This is an optimization exercise on Yosys and OpenROAD, whose aim is small area and a short achievable clock period, not a production implementation.
The RTL was checked by simulation tests, not by an equivalence proof against the original design.
No driver is modelled on the clock port, so clocking that relies on it looks cheaper here than on a real chip.

File: design/flow/flow/recover_cts.tcl
# POST_CTS hook: area recovery (recover.tcl) after the CTS timing repair.
source [file join [file dirname [info script]] recover.tcl]
pe_recover_area -placement
File: design/flow/config.mk
export PLATFORM = sky130hd
export DESIGN_NAME = pe
export DESIGN_NICKNAME = pe
export VERILOG_FILES = /design/flow/design.v
export SDC_FILE = /design/flow/constraint.sdc
export NUM_CORES = 4
export LEC_CHECK = 0
export CAP_MARGIN = 20
export CORE_MARGIN = 2
export CORE_UTILIZATION = 60
export PLACE_DENSITY = 0.75
export SETUP_SLACK_MARGIN = 5
export SLEW_MARGIN = 20
export SYNTH_HIERARCHICAL = 1
File: design/flow/design.v
`default_nettype none
`timescale 1ns / 1ps
module pe (
    input wire clk,
    input wire rst,
    input wire [15:0] act,
    input wire [15:0] wgt,
    input wire store,
    input wire reuse,
    input wire [3:0] addr,
    input wire update_out,
    output reg [31:0] out
);
    reg [31:0] accg;              
    reg [31:0] bm_r;              
    reg [7:0] one, two, neg;      
    reg [15:0] r1, r2, r3;        
    reg start;
    wire [31:0] acc_next;
    wire a0 = addr == 4'd0;
    wire a1 = addr == 4'd1;
    wire a2 = addr == 4'd2;
    wire a3 = addr == 4'd3;
    wire [15:0] bm = ({16{~reuse}} & wgt) | ({16{reuse & a1}} & r1)
                   | ({16{reuse & a2}} & r2) | ({16{reuse & a3}} & r3);
    wire [31:0] bsel = rst ? 32'd0 : (reuse & a0) ? acc_next : {16'd0, bm};
    wire keep = ~rst & ~start;
    wire [17:0] ax = {1'b0, act, 1'b0};
    wire [7:0] one_d, two_d;
    genvar g;
    generate for (g = 0; g < 8; g = g + 1) begin : enc
        assign one_d[g] = ax[2*g+1] ^ ax[2*g];
        assign two_d[g] = (ax[2*g+2] & ~ax[2*g+1] & ~ax[2*g]) | (~ax[2*g+2] & ax[2*g+1] & ax[2*g]);
    end endgenerate
    wire [32:0] Bx = {bm_r, 1'b0};
    wire [31:0] pp0;
    wire [29:0] pp1;
    wire [27:0] pp2;
    wire [25:0] pp3;
    wire [23:0] pp4;
    wire [21:0] pp5;
    wire [19:0] pp6;
    wire [17:0] pp7;
    generate for (g = 0; g < 32; g = g + 1) begin : pp
        if (g > 0 && g < 32) pe_bsel b0 (.one(one[0]), .two(two[0]), .neg(neg[0]), .b1(Bx[g+1]), .b0(Bx[g]), .p(pp0[g]));
        if (g > 0 && g < 30) pe_bsel b1 (.one(one[1]), .two(two[1]), .neg(neg[1]), .b1(Bx[g+1]), .b0(Bx[g]), .p(pp1[g]));
        if (g > 0 && g < 28) pe_bsel b2 (.one(one[2]), .two(two[2]), .neg(neg[2]), .b1(Bx[g+1]), .b0(Bx[g]), .p(pp2[g]));
        if (g > 0 && g < 26) pe_bsel b3 (.one(one[3]), .two(two[3]), .neg(neg[3]), .b1(Bx[g+1]), .b0(Bx[g]), .p(pp3[g]));
        if (g > 0 && g < 24) pe_bsel b4 (.one(one[4]), .two(two[4]), .neg(neg[4]), .b1(Bx[g+1]), .b0(Bx[g]), .p(pp4[g]));
        if (g > 0 && g < 22) pe_bsel b5 (.one(one[5]), .two(two[5]), .neg(neg[5]), .b1(Bx[g+1]), .b0(Bx[g]), .p(pp5[g]));
        if (g > 0 && g < 20) pe_bsel b6 (.one(one[6]), .two(two[6]), .neg(neg[6]), .b1(Bx[g+1]), .b0(Bx[g]), .p(pp6[g]));
        if (g > 0 && g < 18) pe_bsel b7 (.one(one[7]), .two(two[7]), .neg(neg[7]), .b1(Bx[g+1]), .b0(Bx[g]), .p(pp7[g]));
    end endgenerate
    assign pp0[0] = (one[0] & bm_r[0]) ^ neg[0];
    assign pp1[0] = (one[1] & bm_r[0]) ^ neg[1];
    assign pp2[0] = (one[2] & bm_r[0]) ^ neg[2];
    assign pp3[0] = (one[3] & bm_r[0]) ^ neg[3];
    assign pp4[0] = (one[4] & bm_r[0]) ^ neg[4];
    assign pp5[0] = (one[5] & bm_r[0]) ^ neg[5];
    assign pp6[0] = (one[6] & bm_r[0]) ^ neg[6];
    assign pp7[0] = (one[7] & bm_r[0]) ^ neg[7];
    wire [31:0] acc_s_g = accg;
    wire [15:0] pp8 = {16{neg[7]}} & bm_r[15:0];      
    wire hs1, hc1;
    pe_ha u0 (.a(acc_s_g[14]), .b(neg[7]), .s(hs1), .co(hc1));
    wire hs2, hc2;
    pe_ha u1 (.a(acc_s_g[15]), .b(pp0[15]), .s(hs2), .co(hc2));
    wire fs1, fc1;
    pe_fa u2 (.a(acc_s_g[16]), .b(pp8[0]), .c(pp0[16]), .s(fs1), .co(fc1));
    wire fs2, fc2;
    pe_fa u3 (.a(acc_s_g[17]), .b(pp8[1]), .c(pp0[17]), .s(fs2), .co(fc2));
    wire fs3, fc3;
    pe_fa u4 (.a(acc_s_g[18]), .b(pp8[2]), .c(pp0[18]), .s(fs3), .co(fc3));
    wire fs4, fc4;
    pe_fa u5 (.a(acc_s_g[19]), .b(pp8[3]), .c(pp0[19]), .s(fs4), .co(fc4));
    wire fs5, fc5;
    pe_fa u6 (.a(acc_s_g[20]), .b(pp8[4]), .c(pp0[20]), .s(fs5), .co(fc5));
    wire fs6, fc6;
    pe_fa u7 (.a(acc_s_g[21]), .b(pp8[5]), .c(pp0[21]), .s(fs6), .co(fc6));
    wire fs7, fc7;
    pe_fa u8 (.a(acc_s_g[22]), .b(pp8[6]), .c(pp0[22]), .s(fs7), .co(fc7));
    wire fs8, fc8;
    pe_fa u9 (.a(acc_s_g[23]), .b(pp8[7]), .c(pp0[23]), .s(fs8), .co(fc8));
    wire fs9, fc9;
    pe_fa u10 (.a(acc_s_g[24]), .b(pp8[8]), .c(pp0[24]), .s(fs9), .co(fc9));
    wire fs10, fc10;
    pe_fa u11 (.a(acc_s_g[25]), .b(pp8[9]), .c(pp0[25]), .s(fs10), .co(fc10));
    wire fs11, fc11;
    pe_fa u12 (.a(acc_s_g[26]), .b(pp8[10]), .c(pp0[26]), .s(fs11), .co(fc11));
    wire fs12, fc12;
    pe_fa u13 (.a(acc_s_g[27]), .b(pp8[11]), .c(pp0[27]), .s(fs12), .co(fc12));
    wire fs13, fc13;
    pe_fa u14 (.a(acc_s_g[28]), .b(pp8[12]), .c(pp0[28]), .s(fs13), .co(fc13));
    wire fs14, fc14;
    pe_fa u15 (.a(acc_s_g[29]), .b(pp8[13]), .c(pp0[29]), .s(fs14), .co(fc14));
    wire fs15, fc15;
    pe_fa u16 (.a(acc_s_g[30]), .b(pp8[14]), .c(pp0[30]), .s(fs15), .co(fc15));
    wire fs16, fc16;
    pe_fa u17 (.a(acc_s_g[31]), .b(pp8[15]), .c(pp0[31]), .s(fs16), .co(fc16));
    wire hs3, hc3;
    pe_ha u18 (.a(acc_s_g[8]), .b(neg[4]), .s(hs3), .co(hc3));
    wire hs4, hc4;
    pe_ha u19 (.a(acc_s_g[9]), .b(pp0[9]), .s(hs4), .co(hc4));
    wire fs17, fc17;
    pe_fa u20 (.a(acc_s_g[10]), .b(neg[5]), .c(pp0[10]), .s(fs17), .co(fc17));
    wire hs5, hc5;
    pe_ha u21 (.a(pp1[8]), .b(pp2[6]), .s(hs5), .co(hc5));
    wire fs18, fc18;
    pe_fa u22 (.a(acc_s_g[11]), .b(pp0[11]), .c(pp1[9]), .s(fs18), .co(fc18));
    wire hs6, hc6;
    pe_ha u23 (.a(pp2[7]), .b(pp3[5]), .s(hs6), .co(hc6));
    wire fs19, fc19;
    pe_fa u24 (.a(acc_s_g[12]), .b(neg[6]), .c(pp0[12]), .s(fs19), .co(fc19));
    wire fs20, fc20;
    pe_fa u25 (.a(pp1[10]), .b(pp2[8]), .c(pp3[6]), .s(fs20), .co(fc20));
    wire hs7, hc7;
    pe_ha u26 (.a(pp4[4]), .b(pp5[2]), .s(hs7), .co(hc7));
    wire fs21, fc21;
    pe_fa u27 (.a(acc_s_g[13]), .b(pp0[13]), .c(pp1[11]), .s(fs21), .co(fc21));
    wire fs22, fc22;
    pe_fa u28 (.a(pp2[9]), .b(pp3[7]), .c(pp4[5]), .s(fs22), .co(fc22));
    wire hs8, hc8;
    pe_ha u29 (.a(pp5[3]), .b(pp6[1]), .s(hs8), .co(hc8));
    wire fs23, fc23;
    pe_fa u30 (.a(hs1), .b(pp0[14]), .c(pp1[12]), .s(fs23), .co(fc23));
    wire fs24, fc24;
    pe_fa u31 (.a(pp2[10]), .b(pp3[8]), .c(pp4[6]), .s(fs24), .co(fc24));
    wire fs25, fc25;
    pe_fa u32 (.a(pp5[4]), .b(pp6[2]), .c(pp7[0]), .s(fs25), .co(fc25));
    wire fs26, fc26;
    pe_fa u33 (.a(hc1), .b(pp1[13]), .c(pp2[11]), .s(fs26), .co(fc26));
    wire fs27, fc27;
    pe_fa u34 (.a(pp3[9]), .b(pp4[7]), .c(pp5[5]), .s(fs27), .co(fc27));
    wire fs28, fc28;
    pe_fa u35 (.a(pp6[3]), .b(pp7[1]), .c(hs2), .s(fs28), .co(fc28));
    wire fs29, fc29;
    pe_fa u36 (.a(pp1[14]), .b(pp2[12]), .c(pp3[10]), .s(fs29), .co(fc29));
    wire fs30, fc30;
    pe_fa u37 (.a(pp4[8]), .b(pp5[6]), .c(pp6[4]), .s(fs30), .co(fc30));
    wire fs31, fc31;
    pe_fa u38 (.a(pp7[2]), .b(hc2), .c(fs1), .s(fs31), .co(fc31));
    wire fs32, fc32;
    pe_fa u39 (.a(pp1[15]), .b(pp2[13]), .c(pp3[11]), .s(fs32), .co(fc32));
    wire fs33, fc33;
    pe_fa u40 (.a(pp4[9]), .b(pp5[7]), .c(pp6[5]), .s(fs33), .co(fc33));
    wire fs34, fc34;
    pe_fa u41 (.a(pp7[3]), .b(fc1), .c(fs2), .s(fs34), .co(fc34));
    wire fs35, fc35;
    pe_fa u42 (.a(pp1[16]), .b(pp2[14]), .c(pp3[12]), .s(fs35), .co(fc35));
    wire fs36, fc36;
    pe_fa u43 (.a(pp4[10]), .b(pp5[8]), .c(pp6[6]), .s(fs36), .co(fc36));
    wire fs37, fc37;
    pe_fa u44 (.a(pp7[4]), .b(fc2), .c(fs3), .s(fs37), .co(fc37));
    wire fs38, fc38;
    pe_fa u45 (.a(pp1[17]), .b(pp2[15]), .c(pp3[13]), .s(fs38), .co(fc38));
    wire fs39, fc39;
    pe_fa u46 (.a(pp4[11]), .b(pp5[9]), .c(pp6[7]), .s(fs39), .co(fc39));
    wire fs40, fc40;
    pe_fa u47 (.a(pp7[5]), .b(fc3), .c(fs4), .s(fs40), .co(fc40));
    wire fs41, fc41;
    pe_fa u48 (.a(pp1[18]), .b(pp2[16]), .c(pp3[14]), .s(fs41), .co(fc41));
    wire fs42, fc42;
    pe_fa u49 (.a(pp4[12]), .b(pp5[10]), .c(pp6[8]), .s(fs42), .co(fc42));
    wire fs43, fc43;
    pe_fa u50 (.a(pp7[6]), .b(fc4), .c(fs5), .s(fs43), .co(fc43));
    wire fs44, fc44;
    pe_fa u51 (.a(pp1[19]), .b(pp2[17]), .c(pp3[15]), .s(fs44), .co(fc44));
    wire fs45, fc45;
    pe_fa u52 (.a(pp4[13]), .b(pp5[11]), .c(pp6[9]), .s(fs45), .co(fc45));
    wire fs46, fc46;
    pe_fa u53 (.a(pp7[7]), .b(fc5), .c(fs6), .s(fs46), .co(fc46));
    wire fs47, fc47;
    pe_fa u54 (.a(pp1[20]), .b(pp2[18]), .c(pp3[16]), .s(fs47), .co(fc47));
    wire fs48, fc48;
    pe_fa u55 (.a(pp4[14]), .b(pp5[12]), .c(pp6[10]), .s(fs48), .co(fc48));
    wire fs49, fc49;
    pe_fa u56 (.a(pp7[8]), .b(fc6), .c(fs7), .s(fs49), .co(fc49));
    wire fs50, fc50;
    pe_fa u57 (.a(pp1[21]), .b(pp2[19]), .c(pp3[17]), .s(fs50), .co(fc50));
    wire fs51, fc51;
    pe_fa u58 (.a(pp4[15]), .b(pp5[13]), .c(pp6[11]), .s(fs51), .co(fc51));
    wire fs52, fc52;
    pe_fa u59 (.a(pp7[9]), .b(fc7), .c(fs8), .s(fs52), .co(fc52));
    wire fs53, fc53;
    pe_fa u60 (.a(pp1[22]), .b(pp2[20]), .c(pp3[18]), .s(fs53), .co(fc53));
    wire fs54, fc54;
    pe_fa u61 (.a(pp4[16]), .b(pp5[14]), .c(pp6[12]), .s(fs54), .co(fc54));
    wire fs55, fc55;
    pe_fa u62 (.a(pp7[10]), .b(fc8), .c(fs9), .s(fs55), .co(fc55));
    wire fs56, fc56;
    pe_fa u63 (.a(pp1[23]), .b(pp2[21]), .c(pp3[19]), .s(fs56), .co(fc56));
    wire fs57, fc57;
    pe_fa u64 (.a(pp4[17]), .b(pp5[15]), .c(pp6[13]), .s(fs57), .co(fc57));
    wire fs58, fc58;
    pe_fa u65 (.a(pp7[11]), .b(fc9), .c(fs10), .s(fs58), .co(fc58));
    wire fs59, fc59;
    pe_fa u66 (.a(pp1[24]), .b(pp2[22]), .c(pp3[20]), .s(fs59), .co(fc59));
    wire fs60, fc60;
    pe_fa u67 (.a(pp4[18]), .b(pp5[16]), .c(pp6[14]), .s(fs60), .co(fc60));
    wire fs61, fc61;
    pe_fa u68 (.a(pp7[12]), .b(fc10), .c(fs11), .s(fs61), .co(fc61));
    wire fs62, fc62;
    pe_fa u69 (.a(pp1[25]), .b(pp2[23]), .c(pp3[21]), .s(fs62), .co(fc62));
    wire fs63, fc63;
    pe_fa u70 (.a(pp4[19]), .b(pp5[17]), .c(pp6[15]), .s(fs63), .co(fc63));
    wire fs64, fc64;
    pe_fa u71 (.a(pp7[13]), .b(fc11), .c(fs12), .s(fs64), .co(fc64));
    wire fs65, fc65;
    pe_fa u72 (.a(pp1[26]), .b(pp2[24]), .c(pp3[22]), .s(fs65), .co(fc65));
    wire fs66, fc66;
    pe_fa u73 (.a(pp4[20]), .b(pp5[18]), .c(pp6[16]), .s(fs66), .co(fc66));
    wire fs67, fc67;
    pe_fa u74 (.a(pp7[14]), .b(fc12), .c(fs13), .s(fs67), .co(fc67));
    wire fs68, fc68;
    pe_fa u75 (.a(pp1[27]), .b(pp2[25]), .c(pp3[23]), .s(fs68), .co(fc68));
    wire fs69, fc69;
    pe_fa u76 (.a(pp4[21]), .b(pp5[19]), .c(pp6[17]), .s(fs69), .co(fc69));
    wire fs70, fc70;
    pe_fa u77 (.a(pp7[15]), .b(fc13), .c(fs14), .s(fs70), .co(fc70));
    wire fs71, fc71;
    pe_fa u78 (.a(pp1[28]), .b(pp2[26]), .c(pp3[24]), .s(fs71), .co(fc71));
    wire fs72, fc72;
    pe_fa u79 (.a(pp4[22]), .b(pp5[20]), .c(pp6[18]), .s(fs72), .co(fc72));
    wire fs73, fc73;
    pe_fa u80 (.a(pp7[16]), .b(fc14), .c(fs15), .s(fs73), .co(fc73));
    wire fs74, fc74;
    pe_fa u81 (.a(pp1[29]), .b(pp2[27]), .c(pp3[25]), .s(fs74), .co(fc74));
    wire fs75, fc75;
    pe_fa u82 (.a(pp4[23]), .b(pp5[21]), .c(pp6[19]), .s(fs75), .co(fc75));
    wire fs76, fc76;
    pe_fa u83 (.a(pp7[17]), .b(fc15), .c(fs16), .s(fs76), .co(fc76));
    wire hs9, hc9;
    pe_ha u84 (.a(acc_s_g[4]), .b(neg[2]), .s(hs9), .co(hc9));
    wire hs10, hc10;
    pe_ha u85 (.a(acc_s_g[5]), .b(pp0[5]), .s(hs10), .co(hc10));
    wire fs77, fc77;
    pe_fa u86 (.a(acc_s_g[6]), .b(neg[3]), .c(pp0[6]), .s(fs77), .co(fc77));
    wire hs11, hc11;
    pe_ha u87 (.a(pp1[4]), .b(pp2[2]), .s(hs11), .co(hc11));
    wire fs78, fc78;
    pe_fa u88 (.a(acc_s_g[7]), .b(pp0[7]), .c(pp1[5]), .s(fs78), .co(fc78));
    wire hs12, hc12;
    pe_ha u89 (.a(pp2[3]), .b(pp3[1]), .s(hs12), .co(hc12));
    wire fs79, fc79;
    pe_fa u90 (.a(hs3), .b(pp0[8]), .c(pp1[6]), .s(fs79), .co(fc79));
    wire fs80, fc80;
    pe_fa u91 (.a(pp2[4]), .b(pp3[2]), .c(pp4[0]), .s(fs80), .co(fc80));
    wire fs81, fc81;
    pe_fa u92 (.a(hc3), .b(pp1[7]), .c(pp2[5]), .s(fs81), .co(fc81));
    wire fs82, fc82;
    pe_fa u93 (.a(pp3[3]), .b(pp4[1]), .c(hs4), .s(fs82), .co(fc82));
    wire fs83, fc83;
    pe_fa u94 (.a(pp3[4]), .b(pp4[2]), .c(pp5[0]), .s(fs83), .co(fc83));
    wire fs84, fc84;
    pe_fa u95 (.a(hc4), .b(hs5), .c(fs17), .s(fs84), .co(fc84));
    wire fs85, fc85;
    pe_fa u96 (.a(pp4[3]), .b(pp5[1]), .c(hc5), .s(fs85), .co(fc85));
    wire fs86, fc86;
    pe_fa u97 (.a(hs6), .b(fc17), .c(fs18), .s(fs86), .co(fc86));
    wire fs87, fc87;
    pe_fa u98 (.a(pp6[0]), .b(hc6), .c(hs7), .s(fs87), .co(fc87));
    wire fs88, fc88;
    pe_fa u99 (.a(fs19), .b(fc18), .c(fs20), .s(fs88), .co(fc88));
    wire fs89, fc89;
    pe_fa u100 (.a(hc7), .b(hs8), .c(fc19), .s(fs89), .co(fc89));
    wire fs90, fc90;
    pe_fa u101 (.a(fc20), .b(fs21), .c(fs22), .s(fs90), .co(fc90));
    wire fs91, fc91;
    pe_fa u102 (.a(hc8), .b(fc21), .c(fc22), .s(fs91), .co(fc91));
    wire fs92, fc92;
    pe_fa u103 (.a(fs23), .b(fs24), .c(fs25), .s(fs92), .co(fc92));
    wire fs93, fc93;
    pe_fa u104 (.a(fc23), .b(fc24), .c(fc25), .s(fs93), .co(fc93));
    wire fs94, fc94;
    pe_fa u105 (.a(fs26), .b(fs27), .c(fs28), .s(fs94), .co(fc94));
    wire fs95, fc95;
    pe_fa u106 (.a(fc26), .b(fc27), .c(fs29), .s(fs95), .co(fc95));
    wire fs96, fc96;
    pe_fa u107 (.a(fs30), .b(fc28), .c(fs31), .s(fs96), .co(fc96));
    wire fs97, fc97;
    pe_fa u108 (.a(fc29), .b(fc30), .c(fs32), .s(fs97), .co(fc97));
    wire fs98, fc98;
    pe_fa u109 (.a(fs33), .b(fc31), .c(fs34), .s(fs98), .co(fc98));
    wire fs99, fc99;
    pe_fa u110 (.a(fc32), .b(fc33), .c(fs35), .s(fs99), .co(fc99));
    wire fs100, fc100;
    pe_fa u111 (.a(fs36), .b(fc34), .c(fs37), .s(fs100), .co(fc100));
    wire fs101, fc101;
    pe_fa u112 (.a(fc35), .b(fc36), .c(fs38), .s(fs101), .co(fc101));
    wire fs102, fc102;
    pe_fa u113 (.a(fs39), .b(fc37), .c(fs40), .s(fs102), .co(fc102));
    wire fs103, fc103;
    pe_fa u114 (.a(fc38), .b(fc39), .c(fs41), .s(fs103), .co(fc103));
    wire fs104, fc104;
    pe_fa u115 (.a(fs42), .b(fc40), .c(fs43), .s(fs104), .co(fc104));
    wire fs105, fc105;
    pe_fa u116 (.a(fc41), .b(fc42), .c(fs44), .s(fs105), .co(fc105));
    wire fs106, fc106;
    pe_fa u117 (.a(fs45), .b(fc43), .c(fs46), .s(fs106), .co(fc106));
    wire fs107, fc107;
    pe_fa u118 (.a(fc44), .b(fc45), .c(fs47), .s(fs107), .co(fc107));
    wire fs108, fc108;
    pe_fa u119 (.a(fs48), .b(fc46), .c(fs49), .s(fs108), .co(fc108));
    wire fs109, fc109;
    pe_fa u120 (.a(fc47), .b(fc48), .c(fs50), .s(fs109), .co(fc109));
    wire fs110, fc110;
    pe_fa u121 (.a(fs51), .b(fc49), .c(fs52), .s(fs110), .co(fc110));
    wire fs111, fc111;
    pe_fa u122 (.a(fc50), .b(fc51), .c(fs53), .s(fs111), .co(fc111));
    wire fs112, fc112;
    pe_fa u123 (.a(fs54), .b(fc52), .c(fs55), .s(fs112), .co(fc112));
    wire fs113, fc113;
    pe_fa u124 (.a(fc53), .b(fc54), .c(fs56), .s(fs113), .co(fc113));
    wire fs114, fc114;
    pe_fa u125 (.a(fs57), .b(fc55), .c(fs58), .s(fs114), .co(fc114));
    wire fs115, fc115;
    pe_fa u126 (.a(fc56), .b(fc57), .c(fs59), .s(fs115), .co(fc115));
    wire fs116, fc116;
    pe_fa u127 (.a(fs60), .b(fc58), .c(fs61), .s(fs116), .co(fc116));
    wire fs117, fc117;
    pe_fa u128 (.a(fc59), .b(fc60), .c(fs62), .s(fs117), .co(fc117));
    wire fs118, fc118;
    pe_fa u129 (.a(fs63), .b(fc61), .c(fs64), .s(fs118), .co(fc118));
    wire fs119, fc119;
    pe_fa u130 (.a(fc62), .b(fc63), .c(fs65), .s(fs119), .co(fc119));
    wire fs120, fc120;
    pe_fa u131 (.a(fs66), .b(fc64), .c(fs67), .s(fs120), .co(fc120));
    wire fs121, fc121;
    pe_fa u132 (.a(fc65), .b(fc66), .c(fs68), .s(fs121), .co(fc121));
    wire fs122, fc122;
    pe_fa u133 (.a(fs69), .b(fc67), .c(fs70), .s(fs122), .co(fc122));
    wire fs123, fc123;
    pe_fa u134 (.a(fc68), .b(fc69), .c(fs71), .s(fs123), .co(fc123));
    wire fs124, fc124;
    pe_fa u135 (.a(fs72), .b(fc70), .c(fs73), .s(fs124), .co(fc124));
    wire fs125, fc125;
    pe_fa u136 (.a(fc71), .b(fc72), .c(fs74), .s(fs125), .co(fc125));
    wire fs126, fc126;
    pe_fa u137 (.a(fs75), .b(fc73), .c(fs76), .s(fs126), .co(fc126));
    wire hs13, hc13;
    pe_ha u138 (.a(acc_s_g[2]), .b(neg[1]), .s(hs13), .co(hc13));
    wire hs14, hc14;
    pe_ha u139 (.a(acc_s_g[3]), .b(pp0[3]), .s(hs14), .co(hc14));
    wire fs127, fc127;
    pe_fa u140 (.a(hs9), .b(pp0[4]), .c(pp1[2]), .s(fs127), .co(fc127));
    wire fs128, fc128;
    pe_fa u141 (.a(hc9), .b(pp1[3]), .c(pp2[1]), .s(fs128), .co(fc128));
    wire fs129, fc129;
    pe_fa u142 (.a(pp3[0]), .b(hc10), .c(hs11), .s(fs129), .co(fc129));
    wire fs130, fc130;
    pe_fa u143 (.a(hc11), .b(hs12), .c(fc77), .s(fs130), .co(fc130));
    wire fs131, fc131;
    pe_fa u144 (.a(hc12), .b(fc78), .c(fs79), .s(fs131), .co(fc131));
    wire fs132, fc132;
    pe_fa u145 (.a(fc79), .b(fc80), .c(fs81), .s(fs132), .co(fc132));
    wire fs133, fc133;
    pe_fa u146 (.a(fc81), .b(fs83), .c(fc82), .s(fs133), .co(fc133));
    wire fs134, fc134;
    pe_fa u147 (.a(fc83), .b(fs85), .c(fc84), .s(fs134), .co(fc134));
    wire fs135, fc135;
    pe_fa u148 (.a(fc85), .b(fs87), .c(fc86), .s(fs135), .co(fc135));
    wire fs136, fc136;
    pe_fa u149 (.a(fc87), .b(fs89), .c(fc88), .s(fs136), .co(fc136));
    wire fs137, fc137;
    pe_fa u150 (.a(fc89), .b(fc90), .c(fs91), .s(fs137), .co(fc137));
    wire fs138, fc138;
    pe_fa u151 (.a(fc91), .b(fc92), .c(fs93), .s(fs138), .co(fc138));
    wire fs139, fc139;
    pe_fa u152 (.a(fc93), .b(fs95), .c(fc94), .s(fs139), .co(fc139));
    wire fs140, fc140;
    pe_fa u153 (.a(fc95), .b(fs97), .c(fc96), .s(fs140), .co(fc140));
    wire fs141, fc141;
    pe_fa u154 (.a(fc97), .b(fs99), .c(fc98), .s(fs141), .co(fc141));
    wire fs142, fc142;
    pe_fa u155 (.a(fc99), .b(fs101), .c(fc100), .s(fs142), .co(fc142));
    wire fs143, fc143;
    pe_fa u156 (.a(fc101), .b(fs103), .c(fc102), .s(fs143), .co(fc143));
    wire fs144, fc144;
    pe_fa u157 (.a(fc103), .b(fs105), .c(fc104), .s(fs144), .co(fc144));
    wire fs145, fc145;
    pe_fa u158 (.a(fc105), .b(fs107), .c(fc106), .s(fs145), .co(fc145));
    wire fs146, fc146;
    pe_fa u159 (.a(fc107), .b(fs109), .c(fc108), .s(fs146), .co(fc146));
    wire fs147, fc147;
    pe_fa u160 (.a(fc109), .b(fs111), .c(fc110), .s(fs147), .co(fc147));
    wire fs148, fc148;
    pe_fa u161 (.a(fc111), .b(fs113), .c(fc112), .s(fs148), .co(fc148));
    wire fs149, fc149;
    pe_fa u162 (.a(fc113), .b(fs115), .c(fc114), .s(fs149), .co(fc149));
    wire fs150, fc150;
    pe_fa u163 (.a(fc115), .b(fs117), .c(fc116), .s(fs150), .co(fc150));
    wire fs151, fc151;
    pe_fa u164 (.a(fc117), .b(fs119), .c(fc118), .s(fs151), .co(fc151));
    wire fs152, fc152;
    pe_fa u165 (.a(fc119), .b(fs121), .c(fc120), .s(fs152), .co(fc152));
    wire fs153, fc153;
    pe_fa u166 (.a(fc121), .b(fs123), .c(fc122), .s(fs153), .co(fc153));
    wire fs154, fc154;
    pe_fa u167 (.a(fc123), .b(fs125), .c(fc124), .s(fs154), .co(fc154));
    wire hs15, hc15;
    pe_ha u168 (.a(acc_s_g[0]), .b(neg[0]), .s(hs15), .co(hc15));
    wire hs16, hc16;
    pe_ha u169 (.a(acc_s_g[1]), .b(pp0[1]), .s(hs16), .co(hc16));
    wire fs155, fc155;
    pe_fa u170 (.a(hs13), .b(pp0[2]), .c(pp1[0]), .s(fs155), .co(fc155));
    wire fs156, fc156;
    pe_fa u171 (.a(hc13), .b(pp1[1]), .c(hs14), .s(fs156), .co(fc156));
    wire fs157, fc157;
    pe_fa u172 (.a(pp2[0]), .b(hc14), .c(fs127), .s(fs157), .co(fc157));
    wire fs158, fc158;
    pe_fa u173 (.a(hs10), .b(fc127), .c(fs128), .s(fs158), .co(fc158));
    wire fs159, fc159;
    pe_fa u174 (.a(fs77), .b(fc128), .c(fs129), .s(fs159), .co(fc159));
    wire fs160, fc160;
    pe_fa u175 (.a(fs78), .b(fc129), .c(fs130), .s(fs160), .co(fc160));
    wire fs161, fc161;
    pe_fa u176 (.a(fs80), .b(fc130), .c(fs131), .s(fs161), .co(fc161));
    wire fs162, fc162;
    pe_fa u177 (.a(fs82), .b(fc131), .c(fs132), .s(fs162), .co(fc162));
    wire fs163, fc163;
    pe_fa u178 (.a(fs84), .b(fc132), .c(fs133), .s(fs163), .co(fc163));
    wire fs164, fc164;
    pe_fa u179 (.a(fs86), .b(fc133), .c(fs134), .s(fs164), .co(fc164));
    wire fs165, fc165;
    pe_fa u180 (.a(fs88), .b(fc134), .c(fs135), .s(fs165), .co(fc165));
    wire fs166, fc166;
    pe_fa u181 (.a(fs90), .b(fc135), .c(fs136), .s(fs166), .co(fc166));
    wire fs167, fc167;
    pe_fa u182 (.a(fs92), .b(fc136), .c(fs137), .s(fs167), .co(fc167));
    wire fs168, fc168;
    pe_fa u183 (.a(fs94), .b(fc137), .c(fs138), .s(fs168), .co(fc168));
    wire fs169, fc169;
    pe_fa u184 (.a(fs96), .b(fc138), .c(fs139), .s(fs169), .co(fc169));
    wire fs170, fc170;
    pe_fa u185 (.a(fs98), .b(fc139), .c(fs140), .s(fs170), .co(fc170));
    wire fs171, fc171;
    pe_fa u186 (.a(fs100), .b(fc140), .c(fs141), .s(fs171), .co(fc171));
    wire fs172, fc172;
    pe_fa u187 (.a(fs102), .b(fc141), .c(fs142), .s(fs172), .co(fc172));
    wire fs173, fc173;
    pe_fa u188 (.a(fs104), .b(fc142), .c(fs143), .s(fs173), .co(fc173));
    wire fs174, fc174;
    pe_fa u189 (.a(fs106), .b(fc143), .c(fs144), .s(fs174), .co(fc174));
    wire fs175, fc175;
    pe_fa u190 (.a(fs108), .b(fc144), .c(fs145), .s(fs175), .co(fc175));
    wire fs176, fc176;
    pe_fa u191 (.a(fs110), .b(fc145), .c(fs146), .s(fs176), .co(fc176));
    wire fs177, fc177;
    pe_fa u192 (.a(fs112), .b(fc146), .c(fs147), .s(fs177), .co(fc177));
    wire fs178, fc178;
    pe_fa u193 (.a(fs114), .b(fc147), .c(fs148), .s(fs178), .co(fc178));
    wire fs179, fc179;
    pe_fa u194 (.a(fs116), .b(fc148), .c(fs149), .s(fs179), .co(fc179));
    wire fs180, fc180;
    pe_fa u195 (.a(fs118), .b(fc149), .c(fs150), .s(fs180), .co(fc180));
    wire fs181, fc181;
    pe_fa u196 (.a(fs120), .b(fc150), .c(fs151), .s(fs181), .co(fc181));
    wire fs182, fc182;
    pe_fa u197 (.a(fs122), .b(fc151), .c(fs152), .s(fs182), .co(fc182));
    wire fs183, fc183;
    pe_fa u198 (.a(fs124), .b(fc152), .c(fs153), .s(fs183), .co(fc183));
    wire fs184, fc184;
    pe_fa u199 (.a(fs126), .b(fc153), .c(fs154), .s(fs184), .co(fc184));
    wire [31:0] row_a = {fc183, fc182, fc181, fc180, fc179, fc178, fc177, fc176, fc175, fc174, fc173, fc172, fc171, fc170, fc169, fc168, fc167, fc166, fc165, fc164, fc163, fc162, fc161, fc160, fc159, fc158, fc157, fc156, fc155, hc16, hc15, hs15};
    wire [31:0] row_b = {fs184, fs183, fs182, fs181, fs180, fs179, fs178, fs177, fs176, fs175, fs174, fs173, fs172, fs171, fs170, fs169, fs168, fs167, fs166, fs165, fs164, fs163, fs162, fs161, fs160, fs159, fs158, fs157, fs156, fs155, hs16, pp0[0]};
    pe_cpa cpa (.a(row_a), .b(row_b), .s(acc_next));
    always @(posedge clk) begin
        bm_r <= bsel;
        one <= one_d;
        two <= two_d;
        neg <= {8{~rst}} & {act[15], act[13], act[11], act[9], act[7], act[5], act[3], act[1]};
        accg <= {32{keep}} & acc_next;
        if (rst) begin
            r1 <= 16'd0;
            r2 <= 16'd0;
            r3 <= 16'd0;
            out <= 32'd0;
            start <= 1'b0;
        end else begin
            if (store && a1) r1 <= wgt;
            if (store && a2) r2 <= wgt;
            if (store && a3) r3 <= wgt;
            if (update_out) out <= acc_next;
            start <= update_out;
        end
    end
endmodule
module pe_cpa (input wire [31:0] a, input wire [31:0] b, output wire [31:0] s);
    wire [31:0] cg0 = a & b;
    wire [31:0] cp0 = a ^ b;
    wire [31:0] cg1, cp1;
    assign cg1[0] = cg0[0]; assign cp1[0] = cp0[0];
    assign cg1[1] = cg0[1] | (cp0[1] & cg0[0]); assign cp1[1] = cp0[1] & cp0[0];
    assign cg1[2] = cg0[2]; assign cp1[2] = cp0[2];
    assign cg1[3] = cg0[3] | (cp0[3] & cg0[2]); assign cp1[3] = cp0[3] & cp0[2];
    assign cg1[4] = cg0[4]; assign cp1[4] = cp0[4];
    assign cg1[5] = cg0[5] | (cp0[5] & cg0[4]); assign cp1[5] = cp0[5] & cp0[4];
    assign cg1[6] = cg0[6]; assign cp1[6] = cp0[6];
    assign cg1[7] = cg0[7] | (cp0[7] & cg0[6]); assign cp1[7] = cp0[7] & cp0[6];
    assign cg1[8] = cg0[8]; assign cp1[8] = cp0[8];
    assign cg1[9] = cg0[9] | (cp0[9] & cg0[8]); assign cp1[9] = cp0[9] & cp0[8];
    assign cg1[10] = cg0[10]; assign cp1[10] = cp0[10];
    assign cg1[11] = cg0[11] | (cp0[11] & cg0[10]); assign cp1[11] = cp0[11] & cp0[10];
    assign cg1[12] = cg0[12]; assign cp1[12] = cp0[12];
    assign cg1[13] = cg0[13] | (cp0[13] & cg0[12]); assign cp1[13] = cp0[13] & cp0[12];
    assign cg1[14] = cg0[14]; assign cp1[14] = cp0[14];
    assign cg1[15] = cg0[15] | (cp0[15] & cg0[14]); assign cp1[15] = cp0[15] & cp0[14];
    assign cg1[16] = cg0[16]; assign cp1[16] = cp0[16];
    assign cg1[17] = cg0[17] | (cp0[17] & cg0[16]); assign cp1[17] = cp0[17] & cp0[16];
    assign cg1[18] = cg0[18]; assign cp1[18] = cp0[18];
    assign cg1[19] = cg0[19] | (cp0[19] & cg0[18]); assign cp1[19] = cp0[19] & cp0[18];
    assign cg1[20] = cg0[20]; assign cp1[20] = cp0[20];
    assign cg1[21] = cg0[21] | (cp0[21] & cg0[20]); assign cp1[21] = cp0[21] & cp0[20];
    assign cg1[22] = cg0[22]; assign cp1[22] = cp0[22];
    assign cg1[23] = cg0[23] | (cp0[23] & cg0[22]); assign cp1[23] = cp0[23] & cp0[22];
    assign cg1[24] = cg0[24]; assign cp1[24] = cp0[24];
    assign cg1[25] = cg0[25] | (cp0[25] & cg0[24]); assign cp1[25] = cp0[25] & cp0[24];
    assign cg1[26] = cg0[26]; assign cp1[26] = cp0[26];
    assign cg1[27] = cg0[27] | (cp0[27] & cg0[26]); assign cp1[27] = cp0[27] & cp0[26];
    assign cg1[28] = cg0[28]; assign cp1[28] = cp0[28];
    assign cg1[29] = cg0[29] | (cp0[29] & cg0[28]); assign cp1[29] = cp0[29] & cp0[28];
    assign cg1[30] = cg0[30]; assign cp1[30] = cp0[30];
    assign cg1[31] = cg0[31] | (cp0[31] & cg0[30]); assign cp1[31] = cp0[31] & cp0[30];
    wire [31:0] cg2, cp2;
    assign cg2[0] = cg1[0]; assign cp2[0] = cp1[0];
    assign cg2[1] = cg1[1]; assign cp2[1] = cp1[1];
    assign cg2[2] = cg1[2] | (cp1[2] & cg1[1]); assign cp2[2] = cp1[2] & cp1[1];
    assign cg2[3] = cg1[3] | (cp1[3] & cg1[1]); assign cp2[3] = cp1[3] & cp1[1];
    assign cg2[4] = cg1[4]; assign cp2[4] = cp1[4];
    assign cg2[5] = cg1[5]; assign cp2[5] = cp1[5];
    assign cg2[6] = cg1[6] | (cp1[6] & cg1[5]); assign cp2[6] = cp1[6] & cp1[5];
    assign cg2[7] = cg1[7] | (cp1[7] & cg1[5]); assign cp2[7] = cp1[7] & cp1[5];
    assign cg2[8] = cg1[8]; assign cp2[8] = cp1[8];
    assign cg2[9] = cg1[9]; assign cp2[9] = cp1[9];
    assign cg2[10] = cg1[10] | (cp1[10] & cg1[9]); assign cp2[10] = cp1[10] & cp1[9];
    assign cg2[11] = cg1[11] | (cp1[11] & cg1[9]); assign cp2[11] = cp1[11] & cp1[9];
    assign cg2[12] = cg1[12]; assign cp2[12] = cp1[12];
    assign cg2[13] = cg1[13]; assign cp2[13] = cp1[13];
    assign cg2[14] = cg1[14] | (cp1[14] & cg1[13]); assign cp2[14] = cp1[14] & cp1[13];
    assign cg2[15] = cg1[15] | (cp1[15] & cg1[13]); assign cp2[15] = cp1[15] & cp1[13];
    assign cg2[16] = cg1[16]; assign cp2[16] = cp1[16];
    assign cg2[17] = cg1[17]; assign cp2[17] = cp1[17];
    assign cg2[18] = cg1[18] | (cp1[18] & cg1[17]); assign cp2[18] = cp1[18] & cp1[17];
    assign cg2[19] = cg1[19] | (cp1[19] & cg1[17]); assign cp2[19] = cp1[19] & cp1[17];
    assign cg2[20] = cg1[20]; assign cp2[20] = cp1[20];
    assign cg2[21] = cg1[21]; assign cp2[21] = cp1[21];
    assign cg2[22] = cg1[22] | (cp1[22] & cg1[21]); assign cp2[22] = cp1[22] & cp1[21];
    assign cg2[23] = cg1[23] | (cp1[23] & cg1[21]); assign cp2[23] = cp1[23] & cp1[21];
    assign cg2[24] = cg1[24]; assign cp2[24] = cp1[24];
    assign cg2[25] = cg1[25]; assign cp2[25] = cp1[25];
    assign cg2[26] = cg1[26] | (cp1[26] & cg1[25]); assign cp2[26] = cp1[26] & cp1[25];
    assign cg2[27] = cg1[27] | (cp1[27] & cg1[25]); assign cp2[27] = cp1[27] & cp1[25];
    assign cg2[28] = cg1[28]; assign cp2[28] = cp1[28];
    assign cg2[29] = cg1[29]; assign cp2[29] = cp1[29];
    assign cg2[30] = cg1[30] | (cp1[30] & cg1[29]); assign cp2[30] = cp1[30] & cp1[29];
    assign cg2[31] = cg1[31] | (cp1[31] & cg1[29]); assign cp2[31] = cp1[31] & cp1[29];
    wire [31:0] cg3, cp3;
    assign cg3[0] = cg2[0]; assign cp3[0] = cp2[0];
    assign cg3[1] = cg2[1]; assign cp3[1] = cp2[1];
    assign cg3[2] = cg2[2]; assign cp3[2] = cp2[2];
    assign cg3[3] = cg2[3]; assign cp3[3] = cp2[3];
    assign cg3[4] = cg2[4] | (cp2[4] & cg2[3]); assign cp3[4] = cp2[4] & cp2[3];
    assign cg3[5] = cg2[5] | (cp2[5] & cg2[3]); assign cp3[5] = cp2[5] & cp2[3];
    assign cg3[6] = cg2[6] | (cp2[6] & cg2[3]); assign cp3[6] = cp2[6] & cp2[3];
    assign cg3[7] = cg2[7] | (cp2[7] & cg2[3]); assign cp3[7] = cp2[7] & cp2[3];
    assign cg3[8] = cg2[8]; assign cp3[8] = cp2[8];
    assign cg3[9] = cg2[9]; assign cp3[9] = cp2[9];
    assign cg3[10] = cg2[10]; assign cp3[10] = cp2[10];
    assign cg3[11] = cg2[11]; assign cp3[11] = cp2[11];
    assign cg3[12] = cg2[12] | (cp2[12] & cg2[11]); assign cp3[12] = cp2[12] & cp2[11];
    assign cg3[13] = cg2[13] | (cp2[13] & cg2[11]); assign cp3[13] = cp2[13] & cp2[11];
    assign cg3[14] = cg2[14] | (cp2[14] & cg2[11]); assign cp3[14] = cp2[14] & cp2[11];
    assign cg3[15] = cg2[15] | (cp2[15] & cg2[11]); assign cp3[15] = cp2[15] & cp2[11];
    assign cg3[16] = cg2[16]; assign cp3[16] = cp2[16];
    assign cg3[17] = cg2[17]; assign cp3[17] = cp2[17];
    assign cg3[18] = cg2[18]; assign cp3[18] = cp2[18];
    assign cg3[19] = cg2[19]; assign cp3[19] = cp2[19];
    assign cg3[20] = cg2[20] | (cp2[20] & cg2[19]); assign cp3[20] = cp2[20] & cp2[19];
    assign cg3[21] = cg2[21] | (cp2[21] & cg2[19]); assign cp3[21] = cp2[21] & cp2[19];
    assign cg3[22] = cg2[22] | (cp2[22] & cg2[19]); assign cp3[22] = cp2[22] & cp2[19];
    assign cg3[23] = cg2[23] | (cp2[23] & cg2[19]); assign cp3[23] = cp2[23] & cp2[19];
    assign cg3[24] = cg2[24]; assign cp3[24] = cp2[24];
    assign cg3[25] = cg2[25]; assign cp3[25] = cp2[25];
    assign cg3[26] = cg2[26]; assign cp3[26] = cp2[26];
    assign cg3[27] = cg2[27]; assign cp3[27] = cp2[27];
    assign cg3[28] = cg2[28] | (cp2[28] & cg2[27]); assign cp3[28] = cp2[28] & cp2[27];
    assign cg3[29] = cg2[29] | (cp2[29] & cg2[27]); assign cp3[29] = cp2[29] & cp2[27];
    assign cg3[30] = cg2[30] | (cp2[30] & cg2[27]); assign cp3[30] = cp2[30] & cp2[27];
    assign cg3[31] = cg2[31] | (cp2[31] & cg2[27]); assign cp3[31] = cp2[31] & cp2[27];
    wire [31:0] cg4, cp4;
    assign cg4[0] = cg3[0]; assign cp4[0] = cp3[0];
    assign cg4[1] = cg3[1]; assign cp4[1] = cp3[1];
    assign cg4[2] = cg3[2]; assign cp4[2] = cp3[2];
    assign cg4[3] = cg3[3]; assign cp4[3] = cp3[3];
    assign cg4[4] = cg3[4]; assign cp4[4] = cp3[4];
    assign cg4[5] = cg3[5]; assign cp4[5] = cp3[5];
    assign cg4[6] = cg3[6]; assign cp4[6] = cp3[6];
    assign cg4[7] = cg3[7]; assign cp4[7] = cp3[7];
    assign cg4[8] = cg3[8] | (cp3[8] & cg3[7]); assign cp4[8] = cp3[8] & cp3[7];
    assign cg4[9] = cg3[9] | (cp3[9] & cg3[7]); assign cp4[9] = cp3[9] & cp3[7];
    assign cg4[10] = cg3[10] | (cp3[10] & cg3[7]); assign cp4[10] = cp3[10] & cp3[7];
    assign cg4[11] = cg3[11] | (cp3[11] & cg3[7]); assign cp4[11] = cp3[11] & cp3[7];
    assign cg4[12] = cg3[12] | (cp3[12] & cg3[7]); assign cp4[12] = cp3[12] & cp3[7];
    assign cg4[13] = cg3[13] | (cp3[13] & cg3[7]); assign cp4[13] = cp3[13] & cp3[7];
    assign cg4[14] = cg3[14] | (cp3[14] & cg3[7]); assign cp4[14] = cp3[14] & cp3[7];
    assign cg4[15] = cg3[15] | (cp3[15] & cg3[7]); assign cp4[15] = cp3[15] & cp3[7];
    assign cg4[16] = cg3[16]; assign cp4[16] = cp3[16];
    assign cg4[17] = cg3[17]; assign cp4[17] = cp3[17];
    assign cg4[18] = cg3[18]; assign cp4[18] = cp3[18];
    assign cg4[19] = cg3[19]; assign cp4[19] = cp3[19];
    assign cg4[20] = cg3[20]; assign cp4[20] = cp3[20];
    assign cg4[21] = cg3[21]; assign cp4[21] = cp3[21];
    assign cg4[22] = cg3[22]; assign cp4[22] = cp3[22];
    assign cg4[23] = cg3[23]; assign cp4[23] = cp3[23];
    assign cg4[24] = cg3[24] | (cp3[24] & cg3[23]); assign cp4[24] = cp3[24] & cp3[23];
    assign cg4[25] = cg3[25] | (cp3[25] & cg3[23]); assign cp4[25] = cp3[25] & cp3[23];
    assign cg4[26] = cg3[26] | (cp3[26] & cg3[23]); assign cp4[26] = cp3[26] & cp3[23];
    assign cg4[27] = cg3[27] | (cp3[27] & cg3[23]); assign cp4[27] = cp3[27] & cp3[23];
    assign cg4[28] = cg3[28] | (cp3[28] & cg3[23]); assign cp4[28] = cp3[28] & cp3[23];
    assign cg4[29] = cg3[29] | (cp3[29] & cg3[23]); assign cp4[29] = cp3[29] & cp3[23];
    assign cg4[30] = cg3[30] | (cp3[30] & cg3[23]); assign cp4[30] = cp3[30] & cp3[23];
    assign cg4[31] = cg3[31] | (cp3[31] & cg3[23]); assign cp4[31] = cp3[31] & cp3[23];
    wire [31:0] cg5, cp5;
    assign cg5[0] = cg4[0]; assign cp5[0] = cp4[0];
    assign cg5[1] = cg4[1]; assign cp5[1] = cp4[1];
    assign cg5[2] = cg4[2]; assign cp5[2] = cp4[2];
    assign cg5[3] = cg4[3]; assign cp5[3] = cp4[3];
    assign cg5[4] = cg4[4]; assign cp5[4] = cp4[4];
    assign cg5[5] = cg4[5]; assign cp5[5] = cp4[5];
    assign cg5[6] = cg4[6]; assign cp5[6] = cp4[6];
    assign cg5[7] = cg4[7]; assign cp5[7] = cp4[7];
    assign cg5[8] = cg4[8]; assign cp5[8] = cp4[8];
    assign cg5[9] = cg4[9]; assign cp5[9] = cp4[9];
    assign cg5[10] = cg4[10]; assign cp5[10] = cp4[10];
    assign cg5[11] = cg4[11]; assign cp5[11] = cp4[11];
    assign cg5[12] = cg4[12]; assign cp5[12] = cp4[12];
    assign cg5[13] = cg4[13]; assign cp5[13] = cp4[13];
    assign cg5[14] = cg4[14]; assign cp5[14] = cp4[14];
    assign cg5[15] = cg4[15]; assign cp5[15] = cp4[15];
    assign cg5[16] = cg4[16] | (cp4[16] & cg4[15]); assign cp5[16] = cp4[16] & cp4[15];
    assign cg5[17] = cg4[17] | (cp4[17] & cg4[15]); assign cp5[17] = cp4[17] & cp4[15];
    assign cg5[18] = cg4[18] | (cp4[18] & cg4[15]); assign cp5[18] = cp4[18] & cp4[15];
    assign cg5[19] = cg4[19] | (cp4[19] & cg4[15]); assign cp5[19] = cp4[19] & cp4[15];
    assign cg5[20] = cg4[20] | (cp4[20] & cg4[15]); assign cp5[20] = cp4[20] & cp4[15];
    assign cg5[21] = cg4[21] | (cp4[21] & cg4[15]); assign cp5[21] = cp4[21] & cp4[15];
    assign cg5[22] = cg4[22] | (cp4[22] & cg4[15]); assign cp5[22] = cp4[22] & cp4[15];
    assign cg5[23] = cg4[23] | (cp4[23] & cg4[15]); assign cp5[23] = cp4[23] & cp4[15];
    assign cg5[24] = cg4[24] | (cp4[24] & cg4[15]); assign cp5[24] = cp4[24] & cp4[15];
    assign cg5[25] = cg4[25] | (cp4[25] & cg4[15]); assign cp5[25] = cp4[25] & cp4[15];
    assign cg5[26] = cg4[26] | (cp4[26] & cg4[15]); assign cp5[26] = cp4[26] & cp4[15];
    assign cg5[27] = cg4[27] | (cp4[27] & cg4[15]); assign cp5[27] = cp4[27] & cp4[15];
    assign cg5[28] = cg4[28] | (cp4[28] & cg4[15]); assign cp5[28] = cp4[28] & cp4[15];
    assign cg5[29] = cg4[29] | (cp4[29] & cg4[15]); assign cp5[29] = cp4[29] & cp4[15];
    assign cg5[30] = cg4[30] | (cp4[30] & cg4[15]); assign cp5[30] = cp4[30] & cp4[15];
    assign cg5[31] = cg4[31] | (cp4[31] & cg4[15]); assign cp5[31] = cp4[31] & cp4[15];
    assign s = cp0 ^ {cg5[30:0], 1'b0};
endmodule
module pe_bsel (input wire one, input wire two, input wire neg, input wire b1, input wire b0, output wire p);
    assign p = ((one & b1) | (two & b0)) ^ neg;
endmodule
module pe_fa (input wire a, input wire b, input wire c, output wire s, output wire co);
    assign s = a ^ b ^ c;
    assign co = (a & b) | (a & c) | (b & c);
endmodule
module pe_ha (input wire a, input wire b, output wire s, output wire co);
    assign s = a ^ b;
    assign co = a & b;
endmodule
File: design/flow/flow/recover.tcl
# Area recovery after timing repair: try each combinational cell at a smaller drive
# strength, least critical first, and keep the change only if the worst setup slack does
# not drop (by more than 5 ps in all) and the max-slew and max-capacitance checks keep a
# 20% margin (or what they had).
# est is the estimate_parasitics mode in use at this point of the flow.
proc pe_recover_est {est} {
  estimate_parasitics $est
}
proc pe_recover_area {est} {
  set db [ord::get_db]
  set block [ord::get_db_block]
  pe_recover_est $est
  set wns0 [sta::worst_slack_cmd max]
  set floor [expr {$wns0 - 0.005e-9}]
  set slew0 [sta::max_slew_violation_count]
  set cap0 [sta::max_capacitance_violation_count]
  set slewlim [expr {min(0.2, [sta::max_slew_check_slack_limit])}]
  set caplim [expr {min(0.2, [sta::max_capacitance_check_slack_limit])}]
  set cands {}
  foreach inst [$block getInsts] {
    set name [[$inst getMaster] getName]
    if {![regexp {^sky130_fd_sc_hd__(\w+)_(\d+)$} $name -> base drive]} { continue }
    if {[regexp {^(dfxtp|dfxbp|dfrtp|dfrbp|dfstp|dfsbp|edfxtp|sdfxtp|tapvpwrvgnd|conb|clkbuf|clkinv|clkdlybuf4s50|decap|fill)} $base]} { continue }
    if {$drive <= 1} { continue }
    set pin_slack 1.0
    foreach it [$inst getITerms] {
      if {[$it isOutputSignal]} {
        set p [get_pins -quiet [$inst getName]/[[$it getMTerm] getName]]
        if {$p ne ""} { set pin_slack [get_property $p slack_max] }
      }
    }
    lappend cands [list $pin_slack $inst $base $drive]
  }
  set cands [lsort -real -decreasing -index 0 $cands]
  set n 0
  foreach c $cands {
    lassign $c s inst base drive
    set orig [[$inst getMaster] getName]
    foreach d {0 1 2 4 6 8} {
      if {$d >= $drive} { break }
      set m [$db findMaster "sky130_fd_sc_hd__${base}_$d"]
      if {$m eq "NULL" || $m eq ""} { continue }
      replace_cell [$inst getName] "sky130_fd_sc_hd__${base}_$d"
      pe_recover_est $est
      if {[sta::worst_slack_cmd max] >= $floor && [sta::max_slew_violation_count] <= $slew0
          && [sta::max_capacitance_violation_count] <= $cap0
          && [sta::max_slew_check_slack_limit] >= $slewlim
          && [sta::max_capacitance_check_slack_limit] >= $caplim} {
        incr n
        break
      }
      replace_cell [$inst getName] $orig
      pe_recover_est $est
    }
  }
  puts "area recovery: downsized $n of [llength $cands] cells, worst slack [sta::worst_slack_cmd max] (was $wns0)"
}
File: design/flow/standard.sh
#!/bin/bash
# synth_recipe.tcl (not shown) runs the flow's synth.tcl, then flattens the netlist and writes it again
# the make line also repeats each setting of config.mk as NAME=value (left out here)
make -C /OpenROAD-flow-scripts/flow DESIGN_CONFIG=/design/flow/config.mk WORK_HOME=/design/flow/orfs CLKGATE_MAP_FILE= SYNTH_SCRIPT=/design/flow/synth_recipe.tcl "${@:-finish}"
File: design/flow/constraint.sdc
create_clock -name core_clock -period 11.0 [get_ports {clk}]
set_input_delay 2.2000 -clock core_clock [delete_from_list [all_inputs] [get_ports {clk}]]
set_output_delay 2.2000 -clock core_clock [all_outputs]
set_load 0.01 [all_outputs]
File: design/flow/flow/run.sh
#!/bin/bash
# Layout flow. Synthesis is the standard synthesis, unchanged. After the floorplan,
# every combinational cell is set to its smallest drive strength (downsize.tcl); the rest
# is the standard layout, with the ports buffered by buf_2 cells and timing repair
# aiming at 6 ns of setup slack, so that it upsizes only the cells the timing needs.
# After the global-route repair, recover.tcl sets cells back to smaller drive strengths
# where that does not lower the worst setup slack (recover_hook.tcl).
# Each step's full output goes to its own log file in this folder.
set -euo pipefail
here=$(pwd)
bash standard.sh synth > synth.log 2>&1
bash standard.sh floorplan > floorplan.log 2>&1
odb=$(ls $here/orfs/results/*/pe/base/2_floorplan.odb)
DS_ODB=$odb openroad -no_init -exit flow/downsize.tcl > downsize.log 2>&1
bash standard.sh 'BUFFER_PORTS_ARGS=-buffer_cell sky130_fd_sc_hd__buf_2' SETUP_SLACK_MARGIN=6 POST_CTS_TCL=$here/flow/recover_cts.tcl POST_GLOBAL_ROUTE_TCL=$here/flow/recover_hook.tcl finish > layout.log 2>&1
File: design/flow/flow/downsize.tcl
# Set every combinational standard cell to the smallest drive strength of the same
# function; timing repair later in the flow upsizes the cells that need it.
# Flip-flops, tap cells and port buffers are left alone.
set odb_file $::env(DS_ODB)
read_db $odb_file
set db [ord::get_db]
set block [ord::get_db_block]
set skip {dfxtp dfxbp dfrtp dfrbp dfstp dfsbp edfxtp sdfxtp tapvpwrvgnd conb clkbuf clkinv}
set n 0
foreach inst [$block getInsts] {
  set m [$inst getMaster]
  set name [$m getName]
  if {![regexp {^sky130_fd_sc_hd__(\w+)_(\d+)$} $name -> base drive]} { continue }
  if {[lsearch -exact $skip $base] >= 0} { continue }
  set best ""
  set best_area [expr {[$m getWidth] * [$m getHeight]}]
  foreach d {0 1 2} {
    if {$d >= $drive} { break }
    set cand [$db findMaster "sky130_fd_sc_hd__${base}_$d"]
    if {$cand eq "NULL" || $cand eq ""} { continue }
    set a [expr {[$cand getWidth] * [$cand getHeight]}]
    if {$a < $best_area} { set best $cand; set best_area $a }
  }
  if {$best ne ""} {
    $inst swapMaster $best
    incr n
  }
}
puts "downsized $n instances"
write_db $odb_file
File: design/flow/flow/recover_hook.tcl
# POST_GLOBAL_ROUTE hook: area recovery (recover.tcl) after the global-route timing
# repair, with the nets of resized cells routed again incrementally.
source [file join [file dirname [info script]] recover.tcl]
global_route -start_incremental
pe_recover_area -global_routing
global_route -end_incremental
estimate_parasitics -global_routing
report_worst_slack -max -digits 3
write_guides $::env(RESULTS_DIR)/route.guide
==> qor.txt <==
Slew @ Worst Pin - 1.16 ns
Number of synthesized flops with an enable pin - 0
Via Count - 12208
First-pass GRT wire length - 70600 um
Ant diodes - 0
Clock Skew - 0.0260 ns
Reg2Reg Setup Slack - 5.73 ns
Yosys warns - 7
IO Count - 73
Die Width - 166 um
Clock Pin Slew Worst Setup and Hold Paths - 0.08 ns
Synth unique cells - 60
Slowest cell on crit path - fa_1
Final instance area - 16800 um2
Syn nets - 1661
CTS tree - built
CP Capture Point - bm_r[17]
Vias/cell - 6.57
Initial antenna violation count - 0
Post-synthesis async set-or-reset flop share - 0%
DR iter-0 viols - 1728
Final #Nets - 1787
Grt total ovfl - 0
DR pass1 iterations - 9
Most frequent cells in the layout - 207 x xnor2_1, 184 x fa_1, 184 x a22oi_1
Reg2Reg Launch Point - one[0]
Post-Place Cell Area - 15500 um2
Seq/Total Area, Yosys - 21.5%
Clk latency of the worst-skew pair - 0.45 ns
Fmax - 0.190 GHz
Largest net degree at the start of global routing - 93
Synth Flop Type - dfxtp_1
Reg2reg end - bm_r[17]
Number of routed nets with antenna violations - 0
Avg Cell Area, Syn - 11.4 um2
Setup CP Type - reg -> reg
Outcome - timing/DRC/antenna clean
Final hold vios - 0
Setup Total Neg Slack - 0 ns
Effective utilization at floorplan - 60.8%
Synthesized instance count - 1385
Finish-stage setup viols - 0
Clock sinks - 169
P&R area growth vs syn - 6.59%
Worst path cell trace - buf_8 -> clkbuf_2 -> a22oi_2 -> xnor2_2 -> fa_2 -> fa_1 -> fa_1 -> fa_1 -> ha_4 -> nand4_1 -> a2111oi_4 -> buf_6 -> nand2_1 -> nand2_1 -> inv_1 -> fa_1 -> xnor2_1 -> and2_0
Critical Path Source - one[0]
Vias in the first global route - 12540
CP Launch Type - flip-flop
Mapped Area - 15800 um2
CP delay by family, top - adder cells
DIE AREA - 27600 um2
Crit end category - flip-flop
Die Height - 166 um
Tmin final - 5.27 ns
Critical Path RT - 11.33 ns
HPWL Detailed - 28500 um
# rows - 59
Most used cell, CP - fa_1
Commonest non-fill, non-tap cell in the layout - xnor2_1
GRT Util Overall - 32.5%
Hold crit path type - reg -> reg
Placer congestion estimate - 0.898
CP Data Arrival Time - 5.61 ns
Core area - 25900 um2
Port Buffer Count - 72
Buf/Inv on CP - 4
Hold path start - r1[15]
Worst r2r path cells - 18
Avg WL per Cell - 24.7 um
Drt total wl - 46000 um
Share of cells above drive strength 1 - 10.6%
#FFs+latches synth - 169
CP max stage delay - 0.55 ns
Final routed DRC violation total - 0
Final Max Slew Viols - 0
Critical Path Stages - 18
Fin crit share - 47.9%
CP max FO - 14
Max-Cap Viols - 0
Slew HR - 22.7%
cells by family (layout without fill, tap and decap cells):
| logic type | after synthesis | in the layout | share of synthesized area, % |
|---|---|---|---|
| muxes | 83 | 83 | 5.40 |
| adders and majority gates | 235 | 235 | 27.6 |
| xor gates and xnor gates | 230 | 230 | 12.8 |
| AOI/OAI and AO/OA | 305 | 305 | 20.5 |
| buffers and inverters | 60 | 199 | 1.67 |
| and+or+nand+nor | 303 | 303 | 10.6 |
| DFF | 169 | 169 | 21.5 |
tightest hold or removal path, delay by kind of cell (launching register included):
kind,cells,cell delay (ns)
compound gates,2,0.12
flops,1,0.31
layer usage:
metal	global-route usage (%)	wire length (um)
met4	15.2	2290
met2	49.8	20800
met5	0	0
met3	7.77	5020
met1	43.7	17900
layout make-up:
type / instances / area, um2
Multi-Input combinational cell: 1156 / 11400
Fill cell: 1993 / 9110
Sequential cell: 169 / 3510
Timing Repair Buffer: 151 / 871
Clock buffer: 19 / 453
Tap cell: 335 / 419
Clock inverter: 13 / 92.6
Inverter: 16 / 60.1
stage by stage:
step / setup WS (ns) / std cells / hold slack (ns) / util, %
finish: 5.73 / 1859 / 0.475 / 64.9
detailed placement: 4.84 / 1772 / 0.461 / 59.7
global placement: 4.91 / 1772 / 0.456 / 59.7
floorplan: 5.31 / 1385 / 0.445 / -
per-module statistics from Yosys (local to each module, per instance):
module,flops+latches,area [um2],copies in the design,cells
pe_bsel,0,21.3,192,2
pe,169,6340,1,621
pe_ha,0,12.5,16,1
pe_fa,0,20.0,184,1
pe_cpa,0,1460,1,180
synthesized netlist by cell type (all sizes together) (2+ instances only):
cell,instances,area share [%]
xnor2,216,12
mux2i,67,4.3
and2,65,2.6
a21oi,34,1.1
o211ai,2,0.16
mux2,16,1.1
nand3,20,0.63
a211oi,6,0.49
ha,46,3.7
a21o,8,0.40
nor2b,14,0.56
a22oi,193,15
or4,2,0.12
buf,16,0.63
dfxtp,169,21
nor2,48,1.1
clkbuf,28,0.67
nor3,41,1.4
inv,16,0.38
nand2b,68,2.7
a221oi,2,0.11
a2111oi,2,0.23
nand4,2,0.12
nand2,32,0.76
o21ai,31,1.0
and3,3,0.12
a222oi,16,1.0
a31oi,2,0.079
xor2,14,0.78
o21bai,2,0.12
o21a,2,0.095
fa,189,24
nand3b,2,0.095
flip-flops by register name (all words and copies together), names as in the netlist:
signal / cells
accg: 32
bm_r: 32
neg: 8
one: 8
out: 32
r1: 16
r2: 16
r3: 16
start: 1
two: 8
how the worst min path moves through the flow:
stage,to,slack (ns),cells past startpoint
detailed placement,r3[1],0.46,2
global placement,r3[3],0.46,2
finish,r1[15],0.47,2
floorplan,r3[0],0.45,2

-- what the ideal ports hide --
The flow's constraints put no driver on any port. The routed layout listed below was extracted and timed again, unchanged, in two steps.
Step 1, drivers: a clkbuf_16 drives clk and a buf_2 each remaining input, both assumed.
Step 2 also shifts input and output timing later by t, the mid clock arrival at the registers, as if the neighbouring blocks saw the same clock.
a / b / c = ideal ports / drivers / drivers and shift; a / b = the first two.
t (ns): 0.481
setup slack, ns: 5.727 / 5.727 / 5.727
hold WS [ns]: 0.475 / 0.475 / 0.475
cell pins on the clock port's net: 1
After both steps setup and hold are still met in this run. The setup slack of this run moves by 0.000 ns with the drivers and by 0.000 ns with both steps.
